Background: an optimization exercise with open tools, aiming at small area, a short achievable clock period and few clock cycles. Do not read the settings as production practice. No run shown here included a check of the RTL's function; only the layout flow was run.

==> flow/design.v (outline; a module is shown in full before it is edited, if it fits) <==
// module fir_single_chan: 1474 lines
module fir_single_chan (
  input clk,
  input rst,
  output logic [15:0] data_addr_rd_o,
  output logic [15:0] data_addr_wr_o,
  input  logic [15:0] data_din_i,
  output logic [15:0] data_dout_o,
  output logic        data_we_o,
  output logic        done_intr
);
  // ...
==> flow/flow/run.sh <==
#!/bin/bash
# Own layout flow: the standard ORFS flow (standard.sh, standard synthesis), with the
# ports buffered by plain buffers instead of the delay cells buffer_ports picks by default,
# and sizing not held to the cells' footprints. Each tool's output goes to a log here.
set -uo pipefail
bash standard.sh \
  'BUFFER_PORTS_ARGS=-buffer_cell sky130_fd_sc_hd__buf_4' \
  MATCH_CELL_FOOTPRINT=0 \
  finish > flow_make.log 2>&1
status=$?
cp -r orfs/logs flow_logs 2>/dev/null || true
exit $status
==> flow/standard.sh <==
#!/bin/bash
# synth_recipe.tcl (not shown) runs the flow's synth.tcl, then flattens the netlist and writes it again
# the make line also repeats each setting of config.mk as NAME=value (left out here)
make -C /OpenROAD-flow-scripts/flow DESIGN_CONFIG=/design/flow/config.mk WORK_HOME=/design/flow/orfs CLKGATE_MAP_FILE= SYNTH_SCRIPT=/design/flow/synth_recipe.tcl "${@:-finish}"
==> flow/config.mk <==
export PLATFORM = sky130hd
export DESIGN_NAME = fir_single_chan
export DESIGN_NICKNAME = fir_single_chan
export VERILOG_FILES = /design/flow/design.v
export SDC_FILE = /design/flow/constraint.sdc
export NUM_CORES = 4
export LEC_CHECK = 0
export CAP_MARGIN = 20
export CORE_MARGIN = 2
export CORE_UTILIZATION = 40
export CTS_BUF_LIST = sky130_fd_sc_hd__clkbuf_16
export CTS_CLUSTER_DIAMETER = 100
export CTS_CLUSTER_SIZE = 22
export PLACE_DENSITY = 0.6
export SETUP_SLACK_MARGIN = 3.5
export SLEW_MARGIN = 20
export TNS_END_PERCENT = 0
==> flow/constraint.sdc <==
create_clock -name core_clock -period 5.5 [get_ports {clk}]
set_input_delay 1.1000 -clock core_clock [delete_from_list [all_inputs] [get_ports {clk}]]
set_output_delay 1.1000 -clock core_clock [all_outputs]
set_load 0.01 [all_outputs]
==> results_dict.tcl, run 1 <==
set metrics [dict create \
    crit_chain "ha_1 -> inv_1 -> fa_2 -> nor2b_1 -> o21ai_1 -> a211o_1 -> nand2_2 -> o21ai_2 -> a2111oi_4 -> or3_1 -> fa_2" \
    largestRegisters "v x95, ra x24, rb x23" \
    finalHoldViolations 0 \
    use_met2_pct 19.3 \
    hold_slack_ns 0.323 \
    cts_buffers 18 \
    synth.cells.most_frequent "dfxtp_1, inv_1, ha_1, fa_1, nor2_1" \
    final_nets 1469 \
    syn2layout_area_growth_pct 13.5 \
    outcome "timing/DRC/antenna clean" \
    ys_types 53 \
    routed_wl_um 19000 \
    buf_share_pct 3.78 \
    r2r_end "v[0][16]$_DFF_P_" \
    gp_congestion 0.778 \
    via_count 7251 \
    grt.overflow.total 0 \
    utilization_pct 45.9 \
    h-tree-depth 1 \
    cp.arrival_ns 2.99 \
    slew_headroom_pct 59.2 \
    synth_top_area_cell "dfxtp_1" \
    rrSetupSlack_ns 2.89 \
    place_hpwl_um 14700 \
    rsz0062_at_grt "yes" \
    layout_common_cells "dfxtp_1, inv_1, ha_1" \
    synth_cells 1146 \
    muxShareOfSynthArea_pct 0.0763 \
    fillers 3001 \
]
==> run 2: changes to the inputs <==
--- a/flow/design.v
+++ b/flow/design.v
@@ -958,250 +958,253 @@
   p <= p_n;
   v[0] <= v_n;
   for (int i = 1; i < 5; i++) v[i] <= v[i-1];
   pa <= pa_n;
   pb <= pb_n;
 end
 assign pc = v[3];   
 logic cs_s1, cs_c1;
-assign cs_s1 = pa[0] ^ ~pa[3] ^ pb[0];
-assign cs_c1 = (pa[0] & ~pa[3]) | (pa[0] & pb[0]) | (~pa[3] & pb[0]);
+assign cs_s1 = pa[15] ^ ~pa[18];
+assign cs_c1 = pa[15] & ~pa[18];
 logic cs_s2, cs_c2;
-assign cs_s2 = pa[1] ^ ~pa[4] ^ pb[1];
-assign cs_c2 = (pa[1] & ~pa[4]) | (pa[1] & pb[1]) | (~pa[4] & pb[1]);
+assign cs_s2 = pa[0] ^ ~pa[3] ^ pb[0];
+assign cs_c2 = (pa[0] & ~pa[3]) | (pa[0] & pb[0]) | (~pa[3] & pb[0]);
 logic cs_s3, cs_c3;
-assign cs_s3 = pb[3] ^ pc[1];
-assign cs_c3 = pb[3] & pc[1];
+assign cs_s3 = pa[1] ^ ~pa[4] ^ pb[1];
+assign cs_c3 = (pa[1] & ~pa[4]) | (pa[1] & pb[1]) | (~pa[4] & pb[1]);
 logic cs_s4, cs_c4;
-assign cs_s4 = pa[2] ^ ~pa[5] ^ pb[2];
-assign cs_c4 = (pa[2] & ~pa[5]) | (pa[2] & pb[2]) | (~pa[5] & pb[2]);
+assign cs_s4 = pb[3] ^ pc[1];
+assign cs_c4 = pb[3] & pc[1];
 logic cs_s5, cs_c5;
-assign cs_s5 = pb[4] ^ pc[2] ^ pc[5];
-assign cs_c5 = (pb[4] & pc[2]) | (pb[4] & pc[5]) | (pc[2] & pc[5]);
+assign cs_s5 = pa[2] ^ ~pa[5] ^ pb[2];
+assign cs_c5 = (pa[2] & ~pa[5]) | (pa[2] & pb[2]) | (~pa[5] & pb[2]);
 logic cs_s6, cs_c6;
-assign cs_s6 = pa[3] ^ ~pa[6] ^ pb[3];
-assign cs_c6 = (pa[3] & ~pa[6]) | (pa[3] & pb[3]) | (~pa[6] & pb[3]);
+assign cs_s6 = pb[4] ^ pc[2] ^ pc[5];
+assign cs_c6 = (pb[4] & pc[2]) | (pb[4] & pc[5]) | (pc[2] & pc[5]);
 logic cs_s7, cs_c7;
-assign cs_s7 = pb[5] ^ pc[3] ^ pc[6];
-assign cs_c7 = (pb[5] & pc[3]) | (pb[5] & pc[6]) | (pc[3] & pc[6]);
+assign cs_s7 = pa[3] ^ ~pa[6] ^ pb[3];
+assign cs_c7 = (pa[3] & ~pa[6]) | (pa[3] & pb[3]) | (~pa[6] & pb[3]);
 logic cs_s8, cs_c8;
-assign cs_s8 = pa[4] ^ ~pa[7] ^ pb[4];
-assign cs_c8 = (pa[4] & ~pa[7]) | (pa[4] & pb[4]) | (~pa[7] & pb[4]);
+assign cs_s8 = pb[5] ^ pc[3] ^ pc[6];
+assign cs_c8 = (pb[5] & pc[3]) | (pb[5] & pc[6]) | (pc[3] & pc[6]);
 logic cs_s9, cs_c9;
-assign cs_s9 = pb[6] ^ pc[4] ^ pc[7];
-assign cs_c9 = (pb[6] & pc[4]) | (pb[6] & pc[7]) | (pc[4] & pc[7]);
+assign cs_s9 = pa[4] ^ ~pa[7] ^ pb[4];
+assign cs_c9 = (pa[4] & ~pa[7]) | (pa[4] & pb[4]) | (~pa[7] & pb[4]);
 logic cs_s10, cs_c10;
-assign cs_s10 = pa[5] ^ ~pa[8] ^ pb[5];
-assign cs_c10 = (pa[5] & ~pa[8]) | (pa[5] & pb[5]) | (~pa[8] & pb[5]);
+assign cs_s10 = pb[6] ^ pc[4] ^ pc[7];
+assign cs_c10 = (pb[6] & pc[4]) | (pb[6] & pc[7]) | (pc[4] & pc[7]);
 logic cs_s11, cs_c11;
-assign cs_s11 = pb[7] ^ pc[5] ^ pc[8];
-assign cs_c11 = (pb[7] & pc[5]) | (pb[7] & pc[8]) | (pc[5] & pc[8]);
+assign cs_s11 = pa[5] ^ ~pa[8] ^ pb[5];
+assign cs_c11 = (pa[5] & ~pa[8]) | (pa[5] & pb[5]) | (~pa[8] & pb[5]);
 logic cs_s12, cs_c12;
-assign cs_s12 = pa[6] ^ ~pa[9] ^ pb[6];
-assign cs_c12 = (pa[6] & ~pa[9]) | (pa[6] & pb[6]) | (~pa[9] & pb[6]);
+assign cs_s12 = pb[7] ^ pc[5] ^ pc[8];
+assign cs_c12 = (pb[7] & pc[5]) | (pb[7] & pc[8]) | (pc[5] & pc[8]);
 logic cs_s13, cs_c13;
-assign cs_s13 = pb[8] ^ pc[6] ^ pc[9];
-assign cs_c13 = (pb[8] & pc[6]) | (pb[8] & pc[9]) | (pc[6] & pc[9]);
+assign cs_s13 = pa[6] ^ ~pa[9] ^ pb[6];
+assign cs_c13 = (pa[6] & ~pa[9]) | (pa[6] & pb[6]) | (~pa[9] & pb[6]);
 logic cs_s14, cs_c14;
-assign cs_s14 = pa[7] ^ ~pa[10] ^ pb[7];
-assign cs_c14 = (pa[7] & ~pa[10]) | (pa[7] & pb[7]) | (~pa[10] & pb[7]);
+assign cs_s14 = pb[8] ^ pc[6] ^ pc[9];
+assign cs_c14 = (pb[8] & pc[6]) | (pb[8] & pc[9]) | (pc[6] & pc[9]);
 logic cs_s15, cs_c15;
-assign cs_s15 = pb[9] ^ pc[7] ^ pc[10];
-assign cs_c15 = (pb[9] & pc[7]) | (pb[9] & pc[10]) | (pc[7] & pc[10]);
+assign cs_s15 = pa[7] ^ ~pa[10] ^ pb[7];
+assign cs_c15 = (pa[7] & ~pa[10]) | (pa[7] & pb[7]) | (~pa[10] & pb[7]);
 logic cs_s16, cs_c16;
-assign cs_s16 = pa[8] ^ ~pa[11] ^ pb[8];
-assign cs_c16 = (pa[8] & ~pa[11]) | (pa[8] & pb[8]) | (~pa[11] & pb[8]);
+assign cs_s16 = pb[9] ^ pc[7] ^ pc[10];
+assign cs_c16 = (pb[9] & pc[7]) | (pb[9] & pc[10]) | (pc[7] & pc[10]);
 logic cs_s17, cs_c17;
-assign cs_s17 = pb[10] ^ pc[8] ^ pc[11];
-assign cs_c17 = (pb[10] & pc[8]) | (pb[10] & pc[11]) | (pc[8] & pc[11]);
+assign cs_s17 = pa[8] ^ ~pa[11] ^ pb[8];
+assign cs_c17 = (pa[8] & ~pa[11]) | (pa[8] & pb[8]) | (~pa[11] & pb[8]);
 logic cs_s18, cs_c18;
-assign cs_s18 = pa[9] ^ ~pa[12] ^ pb[9];
-assign cs_c18 = (pa[9] & ~pa[12]) | (pa[9] & pb[9]) | (~pa[12] & pb[9]);
+assign cs_s18 = pb[10] ^ pc[8] ^ pc[11];
+assign cs_c18 = (pb[10] & pc[8]) | (pb[10] & pc[11]) | (pc[8] & pc[11]);
 logic cs_s19, cs_c19;
-assign cs_s19 = pb[11] ^ pc[9] ^ pc[12];
-assign cs_c19 = (pb[11] & pc[9]) | (pb[11] & pc[12]) | (pc[9] & pc[12]);
+assign cs_s19 = pa[9] ^ ~pa[12] ^ pb[9];
+assign cs_c19 = (pa[9] & ~pa[12]) | (pa[9] & pb[9]) | (~pa[12] & pb[9]);
 logic cs_s20, cs_c20;
-assign cs_s20 = pa[10] ^ ~pa[13] ^ pb[10];
-assign cs_c20 = (pa[10] & ~pa[13]) | (pa[10] & pb[10]) | (~pa[13] & pb[10]);
+assign cs_s20 = pb[11] ^ pc[9] ^ pc[12];
+assign cs_c20 = (pb[11] & pc[9]) | (pb[11] & pc[12]) | (pc[9] & pc[12]);
 logic cs_s21, cs_c21;
-assign cs_s21 = pb[12] ^ pc[10] ^ pc[13];
-assign cs_c21 = (pb[12] & pc[10]) | (pb[12] & pc[13]) | (pc[10] & pc[13]);
+assign cs_s21 = pa[10] ^ ~pa[13] ^ pb[10];
+assign cs_c21 = (pa[10] & ~pa[13]) | (pa[10] & pb[10]) | (~pa[13] & pb[10]);
 logic cs_s22, cs_c22;
-assign cs_s22 = pa[11] ^ ~pa[14] ^ pb[11];
-assign cs_c22 = (pa[11] & ~pa[14]) | (pa[11] & pb[11]) | (~pa[14] & pb[11]);
+assign cs_s22 = pb[12] ^ pc[10] ^ pc[13];
+assign cs_c22 = (pb[12] & pc[10]) | (pb[12] & pc[13]) | (pc[10] & pc[13]);
 logic cs_s23, cs_c23;
-assign cs_s23 = pb[13] ^ pc[11] ^ pc[14];
-assign cs_c23 = (pb[13] & pc[11]) | (pb[13] & pc[14]) | (pc[11] & pc[14]);
+assign cs_s23 = pa[11] ^ ~pa[14] ^ pb[11];
+assign cs_c23 = (pa[11] & ~pa[14]) | (pa[11] & pb[11]) | (~pa[14] & pb[11]);
 logic cs_s24, cs_c24;
-assign cs_s24 = pa[12] ^ ~pa[15] ^ pb[12];
-assign cs_c24 = (pa[12] & ~pa[15]) | (pa[12] & pb[12]) | (~pa[15] & pb[12]);
+assign cs_s24 = pb[13] ^ pc[11] ^ pc[14];
+assign cs_c24 = (pb[13] & pc[11]) | (pb[13] & pc[14]) | (pc[11] & pc[14]);
 logic cs_s25, cs_c25;
-assign cs_s25 = pb[14] ^ pc[12] ^ pc[15];
-assign cs_c25 = (pb[14] & pc[12]) | (pb[14] & pc[15]) | (pc[12] & pc[15]);
+assign cs_s25 = pa[12] ^ ~pa[15] ^ pb[12];
+assign cs_c25 = (pa[12] & ~pa[15]) | (pa[12] & pb[12]) | (~pa[15] & pb[12]);
 logic cs_s26, cs_c26;
-assign cs_s26 = pa[13] ^ ~pa[16] ^ pb[13];
-assign cs_c26 = (pa[13] & ~pa[16]) | (pa[13] & pb[13]) | (~pa[16] & pb[13]);
+assign cs_s26 = pb[14] ^ pc[12] ^ pc[15];
+assign cs_c26 = (pb[14] & pc[12]) | (pb[14] & pc[15]) | (pc[12] & pc[15]);
 logic cs_s27, cs_c27;
-assign cs_s27 = pb[15] ^ pc[13] ^ pc[16];
-assign cs_c27 = (pb[15] & pc[13]) | (pb[15] & pc[16]) | (pc[13] & pc[16]);
+assign cs_s27 = pa[13] ^ ~pa[16] ^ pb[13];
+assign cs_c27 = (pa[13] & ~pa[16]) | (pa[13] & pb[13]) | (~pa[16] & pb[13]);
 logic cs_s28, cs_c28;
-assign cs_s28 = pa[14] ^ ~pa[17] ^ pb[14];
-assign cs_c28 = (pa[14] & ~pa[17]) | (pa[14] & pb[14]) | (~pa[17] & pb[14]);
+assign cs_s28 = pb[15] ^ pc[13] ^ pc[16];
+assign cs_c28 = (pb[15] & pc[13]) | (pb[15] & pc[16]) | (pc[13] & pc[16]);
 logic cs_s29, cs_c29;
-assign cs_s29 = pb[16] ^ pc[14] ^ pc[17];
-assign cs_c29 = (pb[16] & pc[14]) | (pb[16] & pc[17]) | (pc[14] & pc[17]);
+assign cs_s29 = pa[14] ^ ~pa[17] ^ pb[14];
+assign cs_c29 = (pa[14] & ~pa[17]) | (pa[14] & pb[14]) | (~pa[17] & pb[14]);
 logic cs_s30, cs_c30;
-assign cs_s30 = pa[15] ^ ~pa[18] ^ pb[15];
-assign cs_c30 = (pa[15] & ~pa[18]) | (pa[15] & pb[15]) | (~pa[18] & pb[15]);
+assign cs_s30 = pb[16] ^ pc[14] ^ pc[17];
+assign cs_c30 = (pb[16] & pc[14]) | (pb[16] & pc[17]) | (pc[14] & pc[17]);
 logic cs_s31, cs_c31;
-assign cs_s31 = pb[17] ^ pc[15] ^ pc[18];
-assign cs_c31 = (pb[17] & pc[15]) | (pb[17] & pc[18]) | (pc[15] & pc[18]);
+assign cs_s31 = cs_s1 ^ pb[15] ^ pb[17];
+assign cs_c31 = (cs_s1 & pb[15]) | (cs_s1 & pb[17]) | (pb[15] & pb[17]);
 logic cs_s32, cs_c32;
-assign cs_s32 = pa[16] ^ pa[19] ^ pb[16];
-assign cs_c32 = (pa[16] & pa[19]) | (pa[16] & pb[16]) | (pa[19] & pb[16]);
+assign cs_s32 = pc[15] ^ ~pc[18] ^ 1'b1;
+assign cs_c32 = (pc[15] & ~pc[18]) | (pc[15] & 1'b1) | (~pc[18] & 1'b1);
 logic cs_s33, cs_c33;
-assign cs_s33 = pb[18] ^ pc[16] ^ ~pc[18];
-assign cs_c33 = (pb[18] & pc[16]) | (pb[18] & ~pc[18]) | (pc[16] & ~pc[18]);
+assign cs_s33 = pa[16] ^ pa[19] ^ pb[16];
+assign cs_c33 = (pa[16] & pa[19]) | (pa[16] & pb[16]) | (pa[19] & pb[16]);
 logic cs_s34, cs_c34;
-assign cs_s34 = pa[17] ^ pb[17] ^ ~pb[19];
-assign cs_c34 = (pa[17] & pb[17]) | (pa[17] & ~pb[19]) | (pb[17] & ~pb[19]);
+assign cs_s34 = pb[18] ^ pc[16] ^ cs_c1;
+assign cs_c34 = (pb[18] & pc[16]) | (pb[18] & cs_c1) | (pc[16] & cs_c1);
 logic cs_s35, cs_c35;
-assign cs_s35 = cs_s1 ^ pb[2];
-assign cs_c35 = cs_s1 & pb[2];
+assign cs_s35 = pa[17] ^ pb[17] ^ ~pb[19];
+assign cs_c35 = (pa[17] & pb[17]) | (pa[17] & ~pb[19]) | (pb[17] & ~pb[19]);
 logic cs_s36, cs_c36;
-assign cs_s36 = cs_s2 ^ cs_s3 ^ pc[4];
-assign cs_c36 = (cs_s2 & cs_s3) | (cs_s2 & pc[4]) | (cs_s3 & pc[4]);
+assign cs_s36 = cs_s2 ^ pb[2];
+assign cs_c36 = cs_s2 & pb[2];
 logic cs_s37, cs_c37;
-assign cs_s37 = cs_s4 ^ cs_s5 ^ cs_c2;
-assign cs_c37 = (cs_s4 & cs_s5) | (cs_s4 & cs_c2) | (cs_s5 & cs_c2);
+assign cs_s37 = cs_s3 ^ cs_s4 ^ pc[4];
+assign cs_c37 = (cs_s3 & cs_s4) | (cs_s3 & pc[4]) | (cs_s4 & pc[4]);
 logic cs_s38, cs_c38;
-assign cs_s38 = cs_s6 ^ cs_s7 ^ cs_c4;
-assign cs_c38 = (cs_s6 & cs_s7) | (cs_s6 & cs_c4) | (cs_s7 & cs_c4);
+assign cs_s38 = cs_s5 ^ cs_s6 ^ cs_c3;
+assign cs_c38 = (cs_s5 & cs_s6) | (cs_s5 & cs_c3) | (cs_s6 & cs_c3);
 logic cs_s39, cs_c39;
-assign cs_s39 = cs_s8 ^ cs_s9 ^ cs_c6;
-assign cs_c39 = (cs_s8 & cs_s9) | (cs_s8 & cs_c6) | (cs_s9 & cs_c6);
+assign cs_s39 = cs_s7 ^ cs_s8 ^ cs_c5;
+assign cs_c39 = (cs_s7 & cs_s8) | (cs_s7 & cs_c5) | (cs_s8 & cs_c5);
 logic cs_s40, cs_c40;
-assign cs_s40 = cs_s10 ^ cs_s11 ^ cs_c8;
-assign cs_c40 = (cs_s10 & cs_s11) | (cs_s10 & cs_c8) | (cs_s11 & cs_c8);
+assign cs_s40 = cs_s9 ^ cs_s10 ^ cs_c7;
+assign cs_c40 = (cs_s9 & cs_s10) | (cs_s9 & cs_c7) | (cs_s10 & cs_c7);
 logic cs_s41, cs_c41;
-assign cs_s41 = cs_s12 ^ cs_s13 ^ cs_c10;
-assign cs_c41 = (cs_s12 & cs_s13) | (cs_s12 & cs_c10) | (cs_s13 & cs_c10);
+assign cs_s41 = cs_s11 ^ cs_s12 ^ cs_c9;
+assign cs_c41 = (cs_s11 & cs_s12) | (cs_s11 & cs_c9) | (cs_s12 & cs_c9);
 logic cs_s42, cs_c42;
-assign cs_s42 = cs_s14 ^ cs_s15 ^ cs_c12;
-assign cs_c42 = (cs_s14 & cs_s15) | (cs_s14 & cs_c12) | (cs_s15 & cs_c12);
+assign cs_s42 = cs_s13 ^ cs_s14 ^ cs_c11;
+assign cs_c42 = (cs_s13 & cs_s14) | (cs_s13 & cs_c11) | (cs_s14 & cs_c11);
 logic cs_s43, cs_c43;
-assign cs_s43 = cs_s16 ^ cs_s17 ^ cs_c14;
-assign cs_c43 = (cs_s16 & cs_s17) | (cs_s16 & cs_c14) | (cs_s17 & cs_c14);
+assign cs_s43 = cs_s15 ^ cs_s16 ^ cs_c13;
+assign cs_c43 = (cs_s15 & cs_s16) | (cs_s15 & cs_c13) | (cs_s16 & cs_c13);
 logic cs_s44, cs_c44;
-assign cs_s44 = cs_s18 ^ cs_s19 ^ cs_c16;
-assign cs_c44 = (cs_s18 & cs_s19) | (cs_s18 & cs_c16) | (cs_s19 & cs_c16);
+assign cs_s44 = cs_s17 ^ cs_s18 ^ cs_c15;
+assign cs_c44 = (cs_s17 & cs_s18) | (cs_s17 & cs_c15) | (cs_s18 & cs_c15);
 logic cs_s45, cs_c45;
-assign cs_s45 = cs_s20 ^ cs_s21 ^ cs_c18;
-assign cs_c45 = (cs_s20 & cs_s21) | (cs_s20 & cs_c18) | (cs_s21 & cs_c18);
+assign cs_s45 = cs_s19 ^ cs_s20 ^ cs_c17;
+assign cs_c45 = (cs_s19 & cs_s20) | (cs_s19 & cs_c17) | (cs_s20 & cs_c17);
 logic cs_s46, cs_c46;
-assign cs_s46 = cs_s22 ^ cs_s23 ^ cs_c20;
-assign cs_c46 = (cs_s22 & cs_s23) | (cs_s22 & cs_c20) | (cs_s23 & cs_c20);
+assign cs_s46 = cs_s21 ^ cs_s22 ^ cs_c19;
+assign cs_c46 = (cs_s21 & cs_s22) | (cs_s21 & cs_c19) | (cs_s22 & cs_c19);
 logic cs_s47, cs_c47;
-assign cs_s47 = cs_s24 ^ cs_s25 ^ cs_c22;
-assign cs_c47 = (cs_s24 & cs_s25) | (cs_s24 & cs_c22) | (cs_s25 & cs_c22);
+assign cs_s47 = cs_s23 ^ cs_s24 ^ cs_c21;
+assign cs_c47 = (cs_s23 & cs_s24) | (cs_s23 & cs_c21) | (cs_s24 & cs_c21);
 logic cs_s48, cs_c48;
-assign cs_s48 = cs_s26 ^ cs_s27 ^ cs_c24;
-assign cs_c48 = (cs_s26 & cs_s27) | (cs_s26 & cs_c24) | (cs_s27 & cs_c24);
+assign cs_s48 = cs_s25 ^ cs_s26 ^ cs_c23;
+assign cs_c48 = (cs_s25 & cs_s26) | (cs_s25 & cs_c23) | (cs_s26 & cs_c23);
 logic cs_s49, cs_c49;
-assign cs_s49 = cs_s28 ^ cs_s29 ^ cs_c26;
-assign cs_c49 = (cs_s28 & cs_s29) | (cs_s28 & cs_c26) | (cs_s29 & cs_c26);
+assign cs_s49 = cs_s27 ^ cs_s28 ^ cs_c25;
+assign cs_c49 = (cs_s27 & cs_s28) | (cs_s27 & cs_c25) | (cs_s28 & cs_c25);
 logic cs_s50, cs_c50;
-assign cs_s50 = cs_s30 ^ cs_s31 ^ cs_c28;
-assign cs_c50 = (cs_s30 & cs_s31) | (cs_s30 & cs_c28) | (cs_s31 & cs_c28);
+assign cs_s50 = cs_s29 ^ cs_s30 ^ cs_c27;
+assign cs_c50 = (cs_s29 & cs_s30) | (cs_s29 & cs_c27) | (cs_s30 & cs_c27);
 logic cs_s51, cs_c51;
-assign cs_s51 = cs_s32 ^ cs_s33 ^ cs_c30;
-assign cs_c51 = (cs_s32 & cs_s33) | (cs_s32 & cs_c30) | (cs_s33 & cs_c30);
+assign cs_s51 = cs_s31 ^ cs_s32 ^ cs_c29;
+assign cs_c51 = (cs_s31 & cs_s32) | (cs_s31 & cs_c29) | (cs_s32 & cs_c29);
 logic cs_s52, cs_c52;
-assign cs_s52 = cs_s34 ^ pc[17] ^ cs_c32;
-assign cs_c52 = (cs_s34 & pc[17]) | (cs_s34 & cs_c32) | (pc[17] & cs_c32);
+assign cs_s52 = cs_s33 ^ cs_s34 ^ cs_c31;
+assign cs_c52 = (cs_s33 & cs_s34) | (cs_s33 & cs_c31) | (cs_s34 & cs_c31);
 logic cs_s53, cs_c53;
-assign cs_s53 = pa[18] ^ pb[18] ^ ~pc[18];
-assign cs_c53 = (pa[18] & pb[18]) | (pa[18] & ~pc[18]) | (pb[18] & ~pc[18]);
+assign cs_s53 = cs_s35 ^ pc[17] ^ cs_c33;
+assign cs_c53 = (cs_s35 & pc[17]) | (cs_s35 & cs_c33) | (pc[17] & cs_c33);
 logic cs_s54, cs_c54;
-assign cs_s54 = ~pa[19] ^ ~pb[19];
-assign cs_c54 = ~pa[19] & ~pb[19];
+assign cs_s54 = pa[18] ^ pb[18] ^ ~pc[18];
+assign cs_c54 = (pa[18] & pb[18]) | (pa[18] & ~pc[18]) | (pb[18] & ~pc[18]);
 logic cs_s55, cs_c55;
-assign cs_s55 = ~pa[0] ^ pc[0];
-assign cs_c55 = ~pa[0] & pc[0];
+assign cs_s55 = ~pa[19] ^ ~pb[19];
+assign cs_c55 = ~pa[19] & ~pb[19];
 logic cs_s56, cs_c56;
-assign cs_s56 = ~pa[1] ^ pb[0] ^ pc[1];
-assign cs_c56 = (~pa[1] & pb[0]) | (~pa[1] & pc[1]) | (pb[0] & pc[1]);
+assign cs_s56 = ~pa[0] ^ pc[0];
+assign cs_c56 = ~pa[0] & pc[0];
 logic cs_s57, cs_c57;
-assign cs_s57 = ~pa[2] ^ pb[1] ^ pc[2];
-assign cs_c57 = (~pa[2] & pb[1]) | (~pa[2] & pc[2]) | (pb[1] & pc[2]);
+assign cs_s57 = ~pa[1] ^ pb[0] ^ pc[1];
+assign cs_c57 = (~pa[1] & pb[0]) | (~pa[1] & pc[1]) | (pb[0] & pc[1]);
 logic cs_s58, cs_c58;
-assign cs_s58 = cs_s35 ^ pc[0] ^ pc[3];
-assign cs_c58 = (cs_s35 & pc[0]) | (cs_s35 & pc[3]) | (pc[0] & pc[3]);
+assign cs_s58 = ~pa[2] ^ pb[1] ^ pc[2];
+assign cs_c58 = (~pa[2] & pb[1]) | (~pa[2] & pc[2]) | (pb[1] & pc[2]);
 logic cs_s59, cs_c59;
-assign cs_s59 = cs_s36 ^ cs_c1 ^ cs_c35;
-assign cs_c59 = (cs_s36 & cs_c1) | (cs_s36 & cs_c35) | (cs_c1 & cs_c35);
+assign cs_s59 = cs_s36 ^ pc[0] ^ pc[3];
+assign cs_c59 = (cs_s36 & pc[0]) | (cs_s36 & pc[3]) | (pc[0] & pc[3]);
 logic cs_s60, cs_c60;
-assign cs_s60 = cs_s37 ^ cs_c3 ^ cs_c36;
-assign cs_c60 = (cs_s37 & cs_c3) | (cs_s37 & cs_c36) | (cs_c3 & cs_c36);
+assign cs_s60 = cs_s37 ^ cs_c2 ^ cs_c36;
+assign cs_c60 = (cs_s37 & cs_c2) | (cs_s37 & cs_c36) | (cs_c2 & cs_c36);
 logic cs_s61, cs_c61;
-assign cs_s61 = cs_s38 ^ cs_c5 ^ cs_c37;
-assign cs_c61 = (cs_s38 & cs_c5) | (cs_s38 & cs_c37) | (cs_c5 & cs_c37);
+assign cs_s61 = cs_s38 ^ cs_c4 ^ cs_c37;
+assign cs_c61 = (cs_s38 & cs_c4) | (cs_s38 & cs_c37) | (cs_c4 & cs_c37);
 logic cs_s62, cs_c62;
-assign cs_s62 = cs_s39 ^ cs_c7 ^ cs_c38;
-assign cs_c62 = (cs_s39 & cs_c7) | (cs_s39 & cs_c38) | (cs_c7 & cs_c38);
+assign cs_s62 = cs_s39 ^ cs_c6 ^ cs_c38;
+assign cs_c62 = (cs_s39 & cs_c6) | (cs_s39 & cs_c38) | (cs_c6 & cs_c38);
 logic cs_s63, cs_c63;
-assign cs_s63 = cs_s40 ^ cs_c9 ^ cs_c39;
-assign cs_c63 = (cs_s40 & cs_c9) | (cs_s40 & cs_c39) | (cs_c9 & cs_c39);
+assign cs_s63 = cs_s40 ^ cs_c8 ^ cs_c39;
+assign cs_c63 = (cs_s40 & cs_c8) | (cs_s40 & cs_c39) | (cs_c8 & cs_c39);
 logic cs_s64, cs_c64;
-assign cs_s64 = cs_s41 ^ cs_c11 ^ cs_c40;
-assign cs_c64 = (cs_s41 & cs_c11) | (cs_s41 & cs_c40) | (cs_c11 & cs_c40);
+assign cs_s64 = cs_s41 ^ cs_c10 ^ cs_c40;
+assign cs_c64 = (cs_s41 & cs_c10) | (cs_s41 & cs_c40) | (cs_c10 & cs_c40);
 logic cs_s65, cs_c65;
-assign cs_s65 = cs_s42 ^ cs_c13 ^ cs_c41;
-assign cs_c65 = (cs_s42 & cs_c13) | (cs_s42 & cs_c41) | (cs_c13 & cs_c41);
+assign cs_s65 = cs_s42 ^ cs_c12 ^ cs_c41;
+assign cs_c65 = (cs_s42 & cs_c12) | (cs_s42 & cs_c41) | (cs_c12 & cs_c41);
 logic cs_s66, cs_c66;
-assign cs_s66 = cs_s43 ^ cs_c15 ^ cs_c42;
-assign cs_c66 = (cs_s43 & cs_c15) | (cs_s43 & cs_c42) | (cs_c15 & cs_c42);
+assign cs_s66 = cs_s43 ^ cs_c14 ^ cs_c42;
+assign cs_c66 = (cs_s43 & cs_c14) | (cs_s43 & cs_c42) | (cs_c14 & cs_c42);
 logic cs_s67, cs_c67;
-assign cs_s67 = cs_s44 ^ cs_c17 ^ cs_c43;
-assign cs_c67 = (cs_s44 & cs_c17) | (cs_s44 & cs_c43) | (cs_c17 & cs_c43);
+assign cs_s67 = cs_s44 ^ cs_c16 ^ cs_c43;
+assign cs_c67 = (cs_s44 & cs_c16) | (cs_s44 & cs_c43) | (cs_c16 & cs_c43);
 logic cs_s68, cs_c68;
-assign cs_s68 = cs_s45 ^ cs_c19 ^ cs_c44;
-assign cs_c68 = (cs_s45 & cs_c19) | (cs_s45 & cs_c44) | (cs_c19 & cs_c44);
+assign cs_s68 = cs_s45 ^ cs_c18 ^ cs_c44;
+assign cs_c68 = (cs_s45 & cs_c18) | (cs_s45 & cs_c44) | (cs_c18 & cs_c44);
 logic cs_s69, cs_c69;
-assign cs_s69 = cs_s46 ^ cs_c21 ^ cs_c45;
-assign cs_c69 = (cs_s46 & cs_c21) | (cs_s46 & cs_c45) | (cs_c21 & cs_c45);
+assign cs_s69 = cs_s46 ^ cs_c20 ^ cs_c45;
+assign cs_c69 = (cs_s46 & cs_c20) | (cs_s46 & cs_c45) | (cs_c20 & cs_c45);
 logic cs_s70, cs_c70;
-assign cs_s70 = cs_s47 ^ cs_c23 ^ cs_c46;
-assign cs_c70 = (cs_s47 & cs_c23) | (cs_s47 & cs_c46) | (cs_c23 & cs_c46);
+assign cs_s70 = cs_s47 ^ cs_c22 ^ cs_c46;
+assign cs_c70 = (cs_s47 & cs_c22) | (cs_s47 & cs_c46) | (cs_c22 & cs_c46);
 logic cs_s71, cs_c71;
-assign cs_s71 = cs_s48 ^ cs_c25 ^ cs_c47;
-assign cs_c71 = (cs_s48 & cs_c25) | (cs_s48 & cs_c47) | (cs_c25 & cs_c47);
+assign cs_s71 = cs_s48 ^ cs_c24 ^ cs_c47;
+assign cs_c71 = (cs_s48 & cs_c24) | (cs_s48 & cs_c47) | (cs_c24 & cs_c47);
 logic cs_s72, cs_c72;
-assign cs_s72 = cs_s49 ^ cs_c27 ^ cs_c48;
-assign cs_c72 = (cs_s49 & cs_c27) | (cs_s49 & cs_c48) | (cs_c27 & cs_c48);
+assign cs_s72 = cs_s49 ^ cs_c26 ^ cs_c48;
+assign cs_c72 = (cs_s49 & cs_c26) | (cs_s49 & cs_c48) | (cs_c26 & cs_c48);
 logic cs_s73, cs_c73;
-assign cs_s73 = cs_s50 ^ cs_c29 ^ cs_c49;
-assign cs_c73 = (cs_s50 & cs_c29) | (cs_s50 & cs_c49) | (cs_c29 & cs_c49);
+assign cs_s73 = cs_s50 ^ cs_c28 ^ cs_c49;
+assign cs_c73 = (cs_s50 & cs_c28) | (cs_s50 & cs_c49) | (cs_c28 & cs_c49);
 logic cs_s74, cs_c74;
-assign cs_s74 = cs_s51 ^ cs_c31 ^ cs_c50;
-assign cs_c74 = (cs_s51 & cs_c31) | (cs_s51 & cs_c50) | (cs_c31 & cs_c50);
+assign cs_s74 = cs_s51 ^ cs_c30 ^ cs_c50;
+assign cs_c74 = (cs_s51 & cs_c30) | (cs_s51 & cs_c50) | (cs_c30 & cs_c50);
 logic cs_s75, cs_c75;
-assign cs_s75 = cs_s52 ^ cs_c33 ^ cs_c51;
-assign cs_c75 = (cs_s52 & cs_c33) | (cs_s52 & cs_c51) | (cs_c33 & cs_c51);
+assign cs_s75 = cs_s52 ^ cs_c32 ^ cs_c51;
+assign cs_c75 = (cs_s52 & cs_c32) | (cs_s52 & cs_c51) | (cs_c32 & cs_c51);
 logic cs_s76, cs_c76;
 assign cs_s76 = cs_s53 ^ cs_c34 ^ cs_c52;
 assign cs_c76 = (cs_s53 & cs_c34) | (cs_s53 & cs_c52) | (cs_c34 & cs_c52);
 logic cs_s77, cs_c77;
-assign cs_s77 = cs_s54 ^ 1'b1 ^ cs_c53;
-assign cs_c77 = (cs_s54 & 1'b1) | (cs_s54 & cs_c53) | (1'b1 & cs_c53);
+assign cs_s77 = cs_s54 ^ cs_c35 ^ cs_c53;
+assign cs_c77 = (cs_s54 & cs_c35) | (cs_s54 & cs_c53) | (cs_c35 & cs_c53);
+logic cs_s78, cs_c78;
+assign cs_s78 = cs_s55 ^ 1'b1 ^ cs_c54;
+assign cs_c78 = (cs_s55 & 1'b1) | (cs_s55 & cs_c54) | (1'b1 & cs_c54);
 logic [23:0] ra, rb;
 always_ff @(posedge clk) begin
-  ra <= {cs_c54, cs_s77, cs_s76, cs_s75, cs_s74, cs_s73, cs_s72, cs_s71, cs_s70, cs_s69, cs_s68, cs_s67, cs_s66, cs_s65, cs_s64, cs_s63, cs_s62, cs_s61, cs_s60, cs_s59, cs_s58, cs_s57, cs_s56, cs_s55};
-  rb <= {cs_c77, cs_c76, cs_c75, cs_c74, cs_c73, cs_c72, cs_c71, cs_c70, cs_c69, cs_c68, cs_c67, cs_c66, cs_c65, cs_c64, cs_c63, cs_c62, cs_c61, cs_c60, cs_c59, cs_c58, cs_c57, cs_c56, cs_c55, 1'b1};
+  ra <= {cs_c55, cs_s78, cs_s77, cs_s76, cs_s75, cs_s74, cs_s73, cs_s72, cs_s71, cs_s70, cs_s69, cs_s68, cs_s67, cs_s66, cs_s65, cs_s64, cs_s63, cs_s62, cs_s61, cs_s60, cs_s59, cs_s58, cs_s57, cs_s56};
+  rb <= {cs_c78, cs_c77, cs_c76, cs_c75, cs_c74, cs_c73, cs_c72, cs_c71, cs_c70, cs_c69, cs_c68, cs_c67, cs_c66, cs_c65, cs_c64, cs_c63, cs_c62, cs_c61, cs_c60, cs_c59, cs_c58, cs_c57, cs_c56, 1'b1};
 end
 logic [23:0] sum;
 logic sum_g0_0, sum_p0_0;
 assign sum_g0_0 = ra[0] & rb[0];
 assign sum_p0_0 = ra[0] ^ rb[0];
 logic sum_g0_1, sum_p0_1;
 assign sum_g0_1 = ra[1] & rb[1];
 assign sum_p0_1 = ra[1] ^ rb[1];
@@ -1448,27 +1451,27 @@
 assign sum[18] = sum_p0_18 ^ sum_g5_17;
 assign sum[19] = sum_p0_19 ^ sum_g5_18;
 assign sum[20] = sum_p0_20 ^ sum_g5_19;
 assign sum[21] = sum_p0_21 ^ sum_g5_20;
 assign sum[22] = sum_p0_22 ^ sum_g5_21;
 assign sum[23] = sum_p0_23 ^ sum_g5_22;
 always_ff @(posedge clk) data_dout_o <= sum[23:8];
 logic start;
-assign start = (data_addr_rd_o[3:0] == 4'd14);
+assign start = (data_addr_rd_o == 16'd14);
 always_ff @(posedge clk) begin
   if (rst) begin
     data_addr_rd_o <= 16'd1;
-    data_addr_wr_o <= 16'hfff2;
+    data_addr_wr_o <= 16'hffff;
     data_we_o <= 1'b0;
     done_intr <= 1'b0;
   end else begin
     data_addr_rd_o <= data_addr_rd_o + 16'd1;
-    data_addr_wr_o <= data_addr_wr_o + 16'd1;
     if (done_intr) begin
       data_we_o <= 1'b0;
     end else if (data_we_o | start) begin
       data_we_o <= 1'b1;
-      if (data_we_o && data_addr_wr_o == 16'hfffe) done_intr <= 1'b1;
+      data_addr_wr_o <= data_addr_wr_o + 16'd1;
+      if (data_addr_wr_o == 16'hfffe) done_intr <= 1'b1;
     end
   end
 end
 endmodule
--- a/flow/config.mk
+++ b/flow/config.mk
@@ -7,11 +7,10 @@
 export LEC_CHECK = 0
 export CAP_MARGIN = 20
 export CORE_MARGIN = 2
 export CORE_UTILIZATION = 40
 export CTS_BUF_LIST = sky130_fd_sc_hd__clkbuf_16
 export CTS_CLUSTER_DIAMETER = 100
 export CTS_CLUSTER_SIZE = 22
 export PLACE_DENSITY = 0.6
-export SETUP_SLACK_MARGIN = 3.5
+export SETUP_SLACK_MARGIN = 3.2
 export SLEW_MARGIN = 20
-export TNS_END_PERCENT = 0
==> results_dict.tcl, run 2 <==
set metrics [dict create \
    clock.fmax_mhz 396 \
    place_hpwl_um 14500 \
    max_slew.worst_pin.slew_ns 0.495 \
    largest_register_ffs 95 \
    yosys_most_used_dff "dfxtp_1" \
    pre_cts_slack_ns 2.71 \
    start_kind "flop" \
    avgSynthCellArea_um2 11.4 \
    finalWorstSetupSlack_ns 2.98 \
    outcome "timing/DRC/antenna clean" \
    die_area_um2 34300 \
    postPlaceCellArea_um2 14300 \
    largestRegisters "v x95, ra x24, rb x23" \
    worstSetupPathType "reg -> reg" \
    min_to "v[3][7]$_DFF_P_" \
    drv_cap 0 \
    clk_latency_ns 0.50 \
    r2r_end "pa[16]$_DFF_P_" \
    fin_skew_ns 0.00981 \
    final_common_cell "dfxtp_1" \
    synth_top_area_cell "dfxtp_1" \
    tns_ns 0 \
    h-tree-depth 1 \
    rows 66 \
    ys_async_sr_fraction_pct 0 \
    finalHoldViolations 0 \
    die_h_um 185 \
    io_buffers 67 \
    root_buffer "clkbuf_16" \
    ys_seq_area_share_pct 48.2 \
    ys_types 53 \
    cts_max_path_buffers 3 \
    hold_buffers 0 \
    drcViolationCount 0 \
    final_nets 1525 \
    drv_slew 0 \
    synth-seq-cells 316 \
    gp_congestion 0.788 \
    layout_common_cells "dfxtp_1, inv_1, buf_4" \
    syn-num-nets 1383 \
    cp-end-kind "flop" \
    cts_num_sinks 316 \
    grt.overflow.total 0 \
    grt_pass1_vias 7723 \
    grt_first_pass_wirelength_um 34300 \
    core-area_um2 32500 \
    synth_cells 1151 \
    grt_usage_pct 12.0 \
    cts_tree "done" \
    slew_headroom_pct 66.7 \
    yosysMostFrequentCell "dfxtp_1" \
    finalSetupViolCount 0 \
    synth_area_um2 13100 \
    cts_buffers 18 \
    grt_max_degree 35 \
    via_count 7639 \
    routed_wl_um 20200 \
    required_ns 5.90 \
    synth_area_leaders "dfxtp_1, fa_1, ha_1" \
    drt-initial-drc-count 183 \
    num_antenna_cells 0 \
    wl_per_cell_um 11.6 \
    syn2layout_area_growth_pct 20.7 \
    cp_max_fo 3 \
    cp.arrival_ns 2.93 \
    dr.pass1.iters 4 \
    fillers 2917 \
    timing.rr.start "v[0][0]$_DFF_P_" \
    postRouteAntennaNets 0 \
    yosysWarnings 2 \
    antenna_found_initial 0 \
    die_w_um 185 \
    vias_per_cell 4.40 \
    hold_depth 0 \
    hp-class "reg -> reg" \
    cts.clk_slew.worst_paths_ns 0.08 \
    top_register "v" \
    synth_top_area_share_pct 48.2 \
    rsz0062_at_grt "yes" \
    synth_edf_count 0 \
    worstRegToRegCells 12 \
    hp-start "v[2][7]$_DFF_P_" \
    floorplan.initialDensity_pct 40.5 \
    period_share_pct 45.9 \
    rrSetupSlack_ns 2.98 \
    io-pin-count 68 \
    synth.cells.most_frequent "dfxtp_1, inv_1, ha_1, fa_1, nor2_1" \
    post-route-min-period_ns 2.52 \
    final_cell_area_um2 15800 \
    drive_above_1_share_pct 21.9 \
]
-- run 2: routing by layer --
metal | vias to the layer above | part of all wire, % | global-route usage, %
met2 | 101 | 45 | 20.3
met5 | - | 0 | 0
met4 | 0 | 2.1 | 3.02
met3 | 29 | 3.9 | 2.14
met1 | 3554 | 49 | 16.0
li1 | 3955 | - | -
-- run 2: final cells by class --
class	instances	area, um^2	share of cell area (%)
inverters	204	766	4.83
well taps	442	553	3.49
flip-flops and latches	316	6360	40.2
multi-input cells	627	6690	42.2
repair buffers	126	980	6.18
clock buffers	19	475	3.00
clock inverters	3	20.0	0.126
-- run 2: logic make-up (layout without fill, tap and decap cells) --
logic type                 Yosys count  count (layout)  share of synthesized area [%]
buffers and inverters              208             352                           5.96
and+or+nand+nor                    190             190                           7.26
DFF                                316             316                           48.2
xor gates and xnor gates            87              87                           5.80
adders and majority gates          214             214                           26.0
AOI/OAI and AO/OA                  136             136                           6.79
-- run 2: metrics by stage --
step                      utilization, %  cells  hold WS [ns]
after detailed placement            44.1   1656         0.312
final                               48.8   1737         0.330
after CTS                           47.2   1715         0.329
after global placement              44.1   1656         0.311
after floorplan                        -   1151         0.310
after global routing                48.8   1737         0.334
-- run 2: what timing repair did --
item / CTS / global route
pin swaps: 45 / 49
buffers inserted: 37 / 22
endpoints found under the setup margin: 44 / 47
gates cloned: 0 / 0
gates resized for setup: 62 / 73
hold endpoints to repair: 0 / 0
-- run 2: worst max-delay path by stage --
| stage | depth (start not counted) | startpoint | end | slack [ns] |
|---|---|---|---|---|
| floorplan | 11 | s0[0]$_DFF_P_ | p[16]$_DFF_P_ | 3.00 |
| global placement | 11 | s0[0]$_DFF_P_ | p[16]$_DFF_P_ | 2.78 |
| detailed placement | 11 | s0[0]$_DFF_P_ | p[16]$_DFF_P_ | 2.71 |
| CTS | 12 | v[1][0]$_DFF_P_ | pb[16]$_DFF_P_ | 2.85 |
| global route | 12 | v[4][0]$_DFF_P_ | pa[16]$_DFF_P_ | 2.86 |
| finish | 12 | v[0][0]$_DFF_P_ | pa[16]$_DFF_P_ | 2.98 |
-- run 2: worst max-delay path, cell delays in order (launching register included) --
cell and delay [ns]:
dfxtp_2 0.36, ha_4 0.13, inv_2 0.03, fa_2 0.36, nor2b_2 0.14, o211a_1 0.18
o21ai_2 0.07, o21ai_2 0.17, nand2_2 0.08, o31ai_4 0.31, nor2_2 0.06, fa_2 0.51
inv_1 0.03

[afterwards: timing with drivers on the ports]
No port has a modelled driver above. Below, the same layouts with a new extraction and two added sets of constraints.
Step 1: set_driving_cell puts a clkbuf_16 on clk and a buf_2 on each other input, an assumption about the parent block.
Step 2 adds t to the input delays and takes it off the output delays; t is the mean of the earliest and latest rising clock arrival at the registers after step 1. Input paths then give back, and output paths get back, about the clock's delay inside the block.
Slacks: no drivers / after step 1 / after step 2; pairs: no drivers / after step 1.
run | shift t [ns] | setup slack, ns | hold WS [ns] | slew at the worst register clock pin (ns)
run 1 | 0.548 | 2.894 / 2.894 / 2.894 | 0.323 / 0.323 / 0.323 | 0.09 / 0.09
run 2 | 0.542 | 2.976 / 2.976 / 2.976 | 0.330 / 0.330 / 0.330 | 0.09 / 0.09
After both steps setup and hold are still met in every run listed.
